What follows belongs to an exercise in optimizing a design on an open flow for small area, a short achievable clock period and few clock cycles; a production flow would make more cautious choices.
The RTL was checked by simulation tests, not by an equivalence proof against the original design.
Power and IR drop assume default switching activity.

File: flow/flow/run.sh
#!/bin/bash
set -euo pipefail
cd "$(dirname "${BASH_SOURCE[0]}")/.."
bash standard.sh finish ADDER_MAP_FILE= "BUFFER_PORTS_ARGS=-buffer_cell sky130_fd_sc_hd__buf_2" > standard_flow.log 2>&1
File: flow/config.mk
export PLATFORM = sky130hd
export DESIGN_NAME = gun
export DESIGN_NICKNAME = gun
export VERILOG_FILES = /design/flow/design.v
export SDC_FILE = /design/flow/constraint.sdc
export NUM_CORES = 4
export LEC_CHECK = 0
export CAP_MARGIN = 20
export CORE_MARGIN = 2
export CORE_UTILIZATION = 40
export SETUP_SLACK_MARGIN = 1.2
export SLEW_MARGIN = 20
export SYNTH_HIERARCHICAL = 1
export SYNTH_MINIMUM_KEEP_SIZE = 0
File: flow/constraint.sdc
create_clock -name core_clock -period 4.0 [get_ports {clk_i}]
set_input_delay 0.8000 -clock core_clock [delete_from_list [all_inputs] [get_ports {clk_i}]]
set_output_delay 0.8000 -clock core_clock [all_outputs]
set_load 0.01 [all_outputs]
File: flow/standard.sh
#!/bin/bash
# synth_recipe.tcl (not shown) runs the flow's synth.tcl, then flattens the netlist and writes it again
# the make line also repeats each setting of config.mk as NAME=value (left out here)
make -C /OpenROAD-flow-scripts/flow DESIGN_CONFIG=/design/flow/config.mk WORK_HOME=/design/flow/orfs CLKGATE_MAP_FILE= SYNTH_SCRIPT=/design/flow/synth_recipe.tcl "${@:-finish}"
File: flow/design.v
module gun_out(input [14:0] r0, input [5:0] c, output [14:0] y);
    assign y = r0 + {1'b0, c[5], c[4], c[3], c[2], 1'b0, c[1], 1'b0, 1'b0, 1'b0, 1'b0, 1'b0, 1'b0, c[0], 1'b0};
endmodule
module gun(
    input rst_i,
    input clk_i,
    input [15:0] sw_i,
    output busy,
    output [14:0] leds
);
wire [7:0] a = sw_i[15:8];
wire [6:0] b = sw_i[6:0];
reg c1, c2;          
reg [14:0] r0;
reg [14:0] r1;       
wire [8:0] v;
wire [14:0] sum, car;
reg [8:0] vq;         
reg [6:0] aq;         
wire [6:0] ap = {aq[6], aq[5], aq[4], aq[3], aq[2], aq[1], aq[0]};
reg [5:0] sq;    
reg [4:0] tr;    
always @(*) begin
    case (a[5:1])
        5'd0: sq = 6'd0;
        5'd1: sq = 6'd1;
        5'd2: sq = 6'd4;
        5'd3: sq = 6'd9;
        5'd4: sq = 6'd16;
        5'd5: sq = 6'd25;
        5'd6: sq = 6'd36;
        5'd7: sq = 6'd49;
        5'd8: sq = 6'd0;
        5'd9: sq = 6'd17;
        5'd10: sq = 6'd36;
        5'd11: sq = 6'd57;
        5'd12: sq = 6'd16;
        5'd13: sq = 6'd41;
        5'd14: sq = 6'd4;
        5'd15: sq = 6'd33;
        5'd16: sq = 6'd0;
        5'd17: sq = 6'd33;
        5'd18: sq = 6'd4;
        5'd19: sq = 6'd41;
        5'd20: sq = 6'd16;
        5'd21: sq = 6'd57;
        5'd22: sq = 6'd36;
        5'd23: sq = 6'd17;
        5'd24: sq = 6'd0;
        5'd25: sq = 6'd49;
        5'd26: sq = 6'd36;
        5'd27: sq = 6'd25;
        5'd28: sq = 6'd16;
        5'd29: sq = 6'd9;
        5'd30: sq = 6'd4;
        5'd31: sq = 6'd1;
    endcase
    case (a[6:1])
        6'd0: tr = 5'd0;
        6'd1: tr = 5'd1;
        6'd2: tr = 5'd3;
        6'd3: tr = 5'd6;
        6'd4: tr = 5'd10;
        6'd5: tr = 5'd15;
        6'd6: tr = 5'd21;
        6'd7: tr = 5'd28;
        6'd8: tr = 5'd4;
        6'd9: tr = 5'd13;
        6'd10: tr = 5'd23;
        6'd11: tr = 5'd2;
        6'd12: tr = 5'd14;
        6'd13: tr = 5'd27;
        6'd14: tr = 5'd9;
        6'd15: tr = 5'd24;
        6'd16: tr = 5'd8;
        6'd17: tr = 5'd25;
        6'd18: tr = 5'd11;
        6'd19: tr = 5'd30;
        6'd20: tr = 5'd18;
        6'd21: tr = 5'd7;
        6'd22: tr = 5'd29;
        6'd23: tr = 5'd20;
        6'd24: tr = 5'd12;
        6'd25: tr = 5'd5;
        6'd26: tr = 5'd31;
        6'd27: tr = 5'd26;
        6'd28: tr = 5'd22;
        6'd29: tr = 5'd19;
        6'd30: tr = 5'd17;
        6'd31: tr = 5'd16;
        6'd32: tr = 5'd16;
        6'd33: tr = 5'd17;
        6'd34: tr = 5'd19;
        6'd35: tr = 5'd22;
        6'd36: tr = 5'd26;
        6'd37: tr = 5'd31;
        6'd38: tr = 5'd5;
        6'd39: tr = 5'd12;
        6'd40: tr = 5'd20;
        6'd41: tr = 5'd29;
        6'd42: tr = 5'd7;
        6'd43: tr = 5'd18;
        6'd44: tr = 5'd30;
        6'd45: tr = 5'd11;
        6'd46: tr = 5'd25;
        6'd47: tr = 5'd8;
        6'd48: tr = 5'd24;
        6'd49: tr = 5'd9;
        6'd50: tr = 5'd27;
        6'd51: tr = 5'd14;
        6'd52: tr = 5'd2;
        6'd53: tr = 5'd23;
        6'd54: tr = 5'd13;
        6'd55: tr = 5'd4;
        6'd56: tr = 5'd28;
        6'd57: tr = 5'd21;
        6'd58: tr = 5'd15;
        6'd59: tr = 5'd10;
        6'd60: tr = 5'd6;
        6'd61: tr = 5'd3;
        6'd62: tr = 5'd1;
        6'd63: tr = 5'd0;
    endcase
end
wire [7:0] s = a[0] ? {tr ^ {a[7], 4'b0000}, 3'b001} : {sq, 2'b00};
assign v = {2'b00, b} + {1'b0, s};
gun_out out(.r0(r0), .c({r1[13], r1[12], r1[11], r1[10], r1[8], r1[1]}), .y(leds));
wire [8:0] v2 = vq;
wire xp1 = ap[0] & v2[0];
wire xp2 = ap[0] & v2[1];
wire xp3 = ap[0] & v2[2];
wire xp4 = ap[0] & v2[3];
wire xp5 = ap[0] & v2[4];
wire xp6 = ap[0] & v2[5];
wire xp7 = ap[0] & v2[6];
wire xp8 = ap[0] & v2[7];
wire xp9 = ap[0] & v2[8];
wire xp10 = ap[1] & v2[0];
wire xp11 = ap[1] & v2[1];
wire xp12 = ap[1] & v2[2];
wire xp13 = ap[1] & v2[3];
wire xp14 = ap[1] & v2[4];
wire xp15 = ap[1] & v2[5];
wire xp16 = ap[1] & v2[6];
wire xp17 = ap[1] & v2[7];
wire xp18 = ap[1] & v2[8];
wire xp19 = ap[2] & v2[0];
wire xp20 = ap[2] & v2[1];
wire xp21 = ap[2] & v2[2];
wire xp22 = ap[2] & v2[3];
wire xp23 = ap[2] & v2[4];
wire xp24 = ap[2] & v2[5];
wire xp25 = ap[2] & v2[6];
wire xp26 = ap[2] & v2[7];
wire xp27 = ap[2] & v2[8];
wire xp28 = ap[3] & v2[0];
wire xp29 = ap[3] & v2[1];
wire xp30 = ap[3] & v2[2];
wire xp31 = ap[3] & v2[3];
wire xp32 = ap[3] & v2[4];
wire xp33 = ap[3] & v2[5];
wire xp34 = ap[3] & v2[6];
wire xp35 = ap[3] & v2[7];
wire xp36 = ap[3] & v2[8];
wire xp37 = ap[4] & v2[0];
wire xp38 = ap[4] & v2[1];
wire xp39 = ap[4] & v2[2];
wire xp40 = ap[4] & v2[3];
wire xp41 = ap[4] & v2[4];
wire xp42 = ap[4] & v2[5];
wire xp43 = ap[4] & v2[6];
wire xp44 = ap[4] & v2[7];
wire xp45 = ap[4] & v2[8];
wire xp46 = ap[5] & v2[0];
wire xp47 = ap[5] & v2[1];
wire xp48 = ap[5] & v2[2];
wire xp49 = ap[5] & v2[3];
wire xp50 = ap[5] & v2[4];
wire xp51 = ap[5] & v2[5];
wire xp52 = ap[5] & v2[6];
wire xp53 = ap[5] & v2[7];
wire xp54 = ap[5] & v2[8];
wire xp55 = ap[6] & v2[0];
wire xp56 = ap[6] & v2[1];
wire xp57 = ap[6] & v2[2];
wire xp58 = ap[6] & v2[3];
wire xp59 = ap[6] & v2[4];
wire xp60 = ap[6] & v2[5];
wire xp61 = ap[6] & v2[6];
wire xp62 = ap[6] & v2[7];
wire xp63 = ap[6] & v2[8];
wire xq64 = a[7] & b[0];
wire xq65 = a[7] & b[1];
wire xq66 = a[7] & b[2];
wire xq67 = a[7] & b[3];
wire xq68 = a[7] & b[4];
wire xq69 = a[7] & b[5];
wire xq70 = a[7] & b[6];
wire xs71 = xp11 ^ xp19 ^ xp3;
wire xc72 = (xp11 & xp19) | (xp11 & xp3) | (xp19 & xp3);
wire xs73 = xp12 ^ xp20 ^ xp28;
wire xc74 = (xp12 & xp20) | (xp12 & xp28) | (xp20 & xp28);
wire xs75 = xp4 ^ xc72 ^ xs73;
wire xc76 = (xp4 & xc72) | (xp4 & xs73) | (xc72 & xs73);
wire xs77 = xp13 ^ xp21 ^ xp29;
wire xc78 = (xp13 & xp21) | (xp13 & xp29) | (xp21 & xp29);
wire xs79 = xp37 ^ xp5 ^ xc74;
wire xc80 = (xp37 & xp5) | (xp37 & xc74) | (xp5 & xc74);
wire xs81 = xs77 ^ xc76 ^ xs79;
wire xc82 = (xs77 & xc76) | (xs77 & xs79) | (xc76 & xs79);
wire xs83 = xp14 ^ xp22 ^ xp30;
wire xc84 = (xp14 & xp22) | (xp14 & xp30) | (xp22 & xp30);
wire xs85 = xp38 ^ xp46 ^ xp6;
wire xc86 = (xp38 & xp46) | (xp38 & xp6) | (xp46 & xp6);
wire xs87 = xc78 ^ xs83 ^ xs85;
wire xc88 = (xc78 & xs83) | (xc78 & xs85) | (xs83 & xs85);
wire xs89 = xc80 ^ xs87 ^ xc82;
wire xc90 = (xc80 & xs87) | (xc80 & xc82) | (xs87 & xc82);
wire xs91 = xp15 ^ xp23 ^ xp31;
wire xc92 = (xp15 & xp23) | (xp15 & xp31) | (xp23 & xp31);
wire xs93 = xp39 ^ xp47 ^ xp55;
wire xc94 = (xp39 & xp47) | (xp39 & xp55) | (xp47 & xp55);
wire xs95 = xp7 ^ xc84 ^ xc86;
wire xc96 = (xp7 & xc84) | (xp7 & xc86) | (xc84 & xc86);
wire xs97 = xs91 ^ xs93 ^ xc88;
wire xc98 = (xs91 & xs93) | (xs91 & xc88) | (xs93 & xc88);
wire xs99 = xs95 ^ xs97 ^ xc90;
wire xc100 = (xs95 & xs97) | (xs95 & xc90) | (xs97 & xc90);
wire xs101 = xp16 ^ xp24 ^ xp32;
wire xc102 = (xp16 & xp24) | (xp16 & xp32) | (xp24 & xp32);
wire xs103 = xp40 ^ xp48 ^ xp56;
wire xc104 = (xp40 & xp48) | (xp40 & xp56) | (xp48 & xp56);
wire xs105 = xp8 ^ xc92 ^ xc94;
wire xc106 = (xp8 & xc92) | (xp8 & xc94) | (xc92 & xc94);
wire xs107 = xs101 ^ xs103 ^ xc96;
wire xc108 = (xs101 & xs103) | (xs101 & xc96) | (xs103 & xc96);
wire xs109 = xq64 ^ xs105 ^ xs107;
wire xc110 = (xq64 & xs105) | (xq64 & xs107) | (xs105 & xs107);
wire xs111 = xc98 ^ xs109 ^ xc100;
wire xc112 = (xc98 & xs109) | (xc98 & xc100) | (xs109 & xc100);
wire xs113 = xp17 ^ xp25 ^ xp33;
wire xc114 = (xp17 & xp25) | (xp17 & xp33) | (xp25 & xp33);
wire xs115 = xp41 ^ xp49 ^ xp57;
wire xc116 = (xp41 & xp49) | (xp41 & xp57) | (xp49 & xp57);
wire xs117 = xp9 ^ xc102 ^ xc104;
wire xc118 = (xp9 & xc102) | (xp9 & xc104) | (xc102 & xc104);
wire xs119 = xs113 ^ xs115 ^ xc106;
wire xc120 = (xs113 & xs115) | (xs113 & xc106) | (xs115 & xc106);
wire xs121 = xq65 ^ xs117 ^ xc108;
wire xc122 = (xq65 & xs117) | (xq65 & xc108) | (xs117 & xc108);
wire xs123 = xs119 ^ xc110 ^ xs121;
wire xc124 = (xs119 & xc110) | (xs119 & xs121) | (xc110 & xs121);
wire xs125 = xp18 ^ xp26 ^ xp34;
wire xc126 = (xp18 & xp26) | (xp18 & xp34) | (xp26 & xp34);
wire xs127 = xp42 ^ xp50 ^ xp58;
wire xc128 = (xp42 & xp50) | (xp42 & xp58) | (xp50 & xp58);
wire xs129 = xc114 ^ xc116 ^ xs125;
wire xc130 = (xc114 & xc116) | (xc114 & xs125) | (xc116 & xs125);
wire xs131 = xs127 ^ xc118 ^ xq66;
wire xc132 = (xs127 & xc118) | (xs127 & xq66) | (xc118 & xq66);
wire xs133 = xs129 ^ xc120 ^ xs131;
wire xc134 = (xs129 & xc120) | (xs129 & xs131) | (xc120 & xs131);
wire xs135 = xc122 ^ xs133 ^ xc124;
wire xc136 = (xc122 & xs133) | (xc122 & xc124) | (xs133 & xc124);
wire xs137 = xp27 ^ xp35 ^ xp43;
wire xc138 = (xp27 & xp35) | (xp27 & xp43) | (xp35 & xp43);
wire xs139 = xp51 ^ xp59 ^ xc126;
wire xc140 = (xp51 & xp59) | (xp51 & xc126) | (xp59 & xc126);
wire xs141 = xc128 ^ xs137 ^ xq67;
wire xc142 = (xc128 & xs137) | (xc128 & xq67) | (xs137 & xq67);
wire xs143 = xc130 ^ xs139 ^ xc132;
wire xc144 = (xc130 & xs139) | (xc130 & xc132) | (xs139 & xc132);
wire xs145 = xs141 ^ xc134 ^ xs143;
wire xc146 = (xs141 & xc134) | (xs141 & xs143) | (xc134 & xs143);
wire xs147 = xp36 ^ xp44 ^ xp52;
wire xc148 = (xp36 & xp44) | (xp36 & xp52) | (xp44 & xp52);
wire xs149 = xp60 ^ xc138 ^ xs147;
wire xc150 = (xp60 & xc138) | (xp60 & xs147) | (xc138 & xs147);
wire xs151 = xc140 ^ xq68 ^ xs149;
wire xc152 = (xc140 & xq68) | (xc140 & xs149) | (xq68 & xs149);
wire xs153 = xc142 ^ xs151 ^ xc144;
wire xc154 = (xc142 & xs151) | (xc142 & xc144) | (xs151 & xc144);
wire xs155 = xp45 ^ xp53 ^ xp61;
wire xc156 = (xp45 & xp53) | (xp45 & xp61) | (xp53 & xp61);
wire xs157 = xc148 ^ xs155 ^ xq69;
wire xc158 = (xc148 & xs155) | (xc148 & xq69) | (xs155 & xq69);
wire xs159 = xc150 ^ xs157 ^ xc152;
wire xc160 = (xc150 & xs157) | (xc150 & xc152) | (xs157 & xc152);
wire xs161 = xp54 ^ xp62 ^ xc156;
wire xc162 = (xp54 & xp62) | (xp54 & xc156) | (xp62 & xc156);
wire xs163 = xq70 ^ xs161 ^ xc158;
wire xc164 = (xq70 & xs161) | (xq70 & xc158) | (xs161 & xc158);
wire xt165 = xp63 ^ xc162 ^ xc164;
assign sum = {xt165, xs163, xs159, xc146, xs145, xs135, xs123, xs111, xs99, xs89, xs81, xs75, xs71, xp10, xp1};
assign car = {1'b0, xc160, xc154, xs153, xc136, 1'b0, xc112, 1'b0, 1'b0, 1'b0, 1'b0, 1'b0, 1'b0, xp2, 1'b0};
always @(posedge clk_i) begin
    vq <= v;
    aq <= a[6:0];
end
assign busy = rst_i | c1 | c2;
always @(posedge clk_i) begin
    c1 <= rst_i;
    c2 <= c1 & ~rst_i;
end
always @(posedge clk_i) begin
    if (c2)
        r0 <= sum;
end
always @(posedge clk_i) begin
    if (c2) r1[1] <= car[1];
    if (c2) r1[8] <= car[8];
    if (c2) r1[10] <= car[10];
    if (c2) r1[11] <= car[11];
    if (c2) r1[12] <= car[12];
    if (c2) r1[13] <= car[13];
end
endmodule
==> out/metrics.csv <==
stage,metric,value,unit
sta,final-report max-slew violation count,0,
synth,number of different library cells in the post-synthesis netlist,57,
clock_tree,number of clock sinks seen by CTS,39,
finish,area overhead of the layout relative to synthesis,13.68,%
critical_path,Worst EP arrival,2.83,ns
pwr,Static Leakage,0.001680,µW
die,initial standard-cell utilization of the core,40.52,%
grt,global-route wire length before repair,14140,µm
die,total number of placement rows,36,
routing,Via-to-Cell Ratio,5.174,
critical_path,nature of the critical path endpoint,flip-flop,
grt,initial antenna violation count,0,
critical_path,largest fanout of any net on the critical path,7,
synth,number of standard cells after synthesis,479,
placed_design,Final Wtd Congestion,0.8298,
critical_path,Worst EP required,4.03,ns
finish,ratio of cells with drive above 1 in the final layout,17.88,%
sta,achievable frequency,356.8,MHz
pwr,peak supply drop,213.7,µV
routing,routed wire length,8405,µm
critical_path,crit path kind,flip-flop to flip-flop,
placed_design,# port buffers,32,
placed_design,DP HPWL,6280,µm
run_status,result of the run,finished clean,
critical_path,crit path launch type,flip-flop,
synth,Syn Area/Cell,8.155,µm²
finish,"Net count, final",526,
clock_tree,CTS buffer count,5,
synth,flop and latch count out of synthesis,39,
synth,number of synthesized flops with an enable pin,21,
die,Core ar.,9639,µm²
clock_tree,clock latency of the later-clocked register in the worst-skew pair,0.30,ns
run,max-cap violations,0,
sta,"Hold Violations, Final",0,
clock_tree,H-tree depth reported by CTS,2,
sta,minimum clock period,2.803,ns
grt,gr ovfl total,0,
routing,wire length per cell after detailed routing,13.09,µm
worst_hold_path,type of the worst min-delay path,flip-flop to flip-flop,
pwr,areal power density over the cells,607.1,nW/µm²
synth,total standard cell area after synthesis,3906,µm²
finish,final cell count without fillers,642,
synth,YS warnings,7,
grt,Total Routing Usage GR,16.90,%
clock_tree,clock tree from TritonCTS,yes,
die,Die Area,10570,µm²
routing,DRC,0,
routing,detailed-routing iteration count for the pre-antenna-repair pass,4,
synth,post-synthesis sequential area ratio,25.37,%
finish,"commonest non-fill, non-tap cell in the layout",nand2_1,
finish,Antenna diodes,0,
sta,Final setup violation count,0,
die,I/O pin count,34,
finish,most used cells in the layout excluding fill and tap cells,"nand2_1, xnor2_1, nor2_1, xor2_1, buf_2",
routing,Iter 0 DRT Violations,137,
sta,Post-Route Skew,0.01166,ns
synth,top_reg_cell synth,edfxtp_1,
die,width of the chip,102.8,µm
sta,remaining max-slew budget at the tightest pin,41.11,%
routing,overall via count from detail_route,3322,
die,Die Span Y,102.8,µm
clock_tree,clock transition at the registers of the reported paths,0.08,ns
clock_tree,maximum clock insertion buffer count,2,
grt,via count of the first global-routing pass,3032,
synth,share of synthesized registers carrying an async set or reset,0,%
sta,unrepaired setup endpoints after global routing,yes,
grt,maximum number of pins on one net before global-route repair,23,
sta,share of the clock period used by the worst path after layout,70.07,%
clock_tree,number of hold-repair buffers added at the cts stage,0,
routing,number of antenna-violating nets in the routed design,0,
synth,Mapped Nets,497,
placed_design,post-placement cell count,620,
clock_tree,master cell of the clock root buffer,clkbuf_8,
sta,sum of negative setup slack,0,ns
sta,worst-margin pin slew,0.8821,ns
-- worst paths after layout --
kind	start	to	slack (ns)	depth (start not counted)
worst max-delay path	vq[4]	r0[9]	1.20	9
worst min-delay path	c1	c2	0.48	1
worst max register to register	vq[4]	r0[9]	1.20	9
worst min register to register	c1	c2	0.48	1
-- state kept, by name (all words and copies together), names as in the netlist --
| signal | count |
|---|---|
| r0 | 15 |
| vq | 9 |
| aq | 7 |
| r1 | 6 |
| c1 | 1 |
| c2 | 1 |
-- worst max-delay path: stages, from the launching register on --
cell and delay (ns):
dfxtp_2 0.44, nand2_1 0.12, xnor3_1 0.40, xor2_1 0.29, or3_4 0.20, a32oi_2 0.11, or2_4 0.29, a2111oi_2 0.39
nor4_2 0.11, xor2_1 0.17
-- final cells by class --
class / count / area (µm²)
Clock buffer: 8 / 101.3
Fill cell: 990 / 5199
Inverter: 13 / 48.80
Multi-Input combinational cell: 403 / 2818
Sequential cell: 39 / 1039
Tap cell: 133 / 166.4
Timing Repair Buffer: 46 / 267.8
-- synthesized netlist by cell type, types with 4 or more instances --
cell | number | area, µm²
nand2_1 | 96 | 360.4
o211ai_1 | 6 | 45.04
nor2b_1 | 7 | 43.79
maj3_1 | 26 | 260.3
o21ai_0 | 25 | 125.1
nor2_1 | 34 | 127.6
buf_2 | 5 | 25.02
a21oi_1 | 23 | 115.1
edfxtp_1 | 21 | 630.6
and3_1 | 5 | 31.28
inv_1 | 13 | 48.80
dfxtp_1 | 18 | 360.4
xnor2_1 | 74 | 648.1
nand3_1 | 5 | 25.02
xor2_1 | 33 | 289.0
buf_6 | 4 | 45.04
xnor3_1 | 5 | 112.6
and2_1 | 7 | 43.79
clkbuf_1 | 14 | 52.55
nand2b_1 | 4 | 25.02
-- per-module statistics from Yosys, one instance, submodules excluded --
module   copies in the design  area [µm²]  cells inside  flip-flops and latches
gun_out                     1       380.4            53                       0
gun                         1        3526           426                      39
-- where the power goes --
| group | total (µW) | leakage (µW) | internal (µW) | switching [µW] |
|---|---|---|---|---|
| clock network | 305 | 0.0000506 | 162 | 143 |
| logic | 1670 | 0.00127 | 807 | 867 |
| registers | 717 | 0.000355 | 585 | 131 |
-- layer usage --
metal	part of all wire, %	track usage, %	vias to the layer above	routed length (µm)
met5	0	0	-	0
met2	47	28.46	80	3992
met4	1.3	4.656	0	108
li1	-	-	1688	-
met3	4.9	2.576	12	414
met1	46	22.66	1542	3889
-- per-stage QoR --
step | power, µW | hold WS, ns | worst slack, ns | area [µm²] | util [%]
after floorplan | 1951 | 0.4309 | 1.296 | 3906 | -
after global placement | 2207 | 0.4529 | 0.7798 | 4103 | 42.56
after detailed placement | 2248 | 0.4704 | 0.7107 | 4103 | 42.56
after CTS | 2637 | 0.4826 | 1.200 | 4318 | 44.79
after global routing | 2927 | 0.4992 | 1.114 | 4441 | 46.07
final | 2696 | 0.4792 | 1.197 | 4441 | 46.07
-- repair_timing --
item	4_1_cts	5_1_grt
pin swaps	5	3
endpoints found under the setup margin	6	6
setup buffers	7	7
resized for setup	24	21
-- kinds of logic after synthesis --
group	share of synthesized area [%]
AO/OA/AOI/OAI	14.67
flip-flops	25.37
XOR/XNOR	28.32
multiplexers	0.2563
buffers and inverters	4.580
AND/OR/NAND/NOR	19.86
adder cells (fa/ha/maj)	6.951
Testbench counts, summed over its fixed seeds: cycles 6,400.

## what the ideal ports hide
Ports are ideal in the flow. The routed layout listed here was re-timed in OpenROAD.
Step 1 (the two cells are an assumption about what drives the block):
set clk [get_ports {clk_i}]
set_driving_cell -lib_cell sky130_fd_sc_hd__clkbuf_16 $clk
set_driving_cell -lib_cell sky130_fd_sc_hd__buf_2 [delete_from_list [all_inputs] $clk]
Step 2, shift: input delay + t, output delay - t, t = (earliest + latest rising clock arrival at the registers) / 2. This alone moves slack from input paths to output paths.
Slacks: no drivers / after step 1 / after step 2; pairs: no drivers / after step 1.
t, ns: 0.322
setup WS [ns]: 1.197 / 1.197 / 1.018
hold slack, ns: 0.479 / 0.479 / 0.479
latest minus earliest clock arrival (ns): 0.013 / 0.012
worst register clock-pin slew, ns: 0.08 / 0.08
After both steps this run still meets setup and hold. The setup slack of this run moves by 0.000 ns with the drivers and by -0.179 ns with both steps.
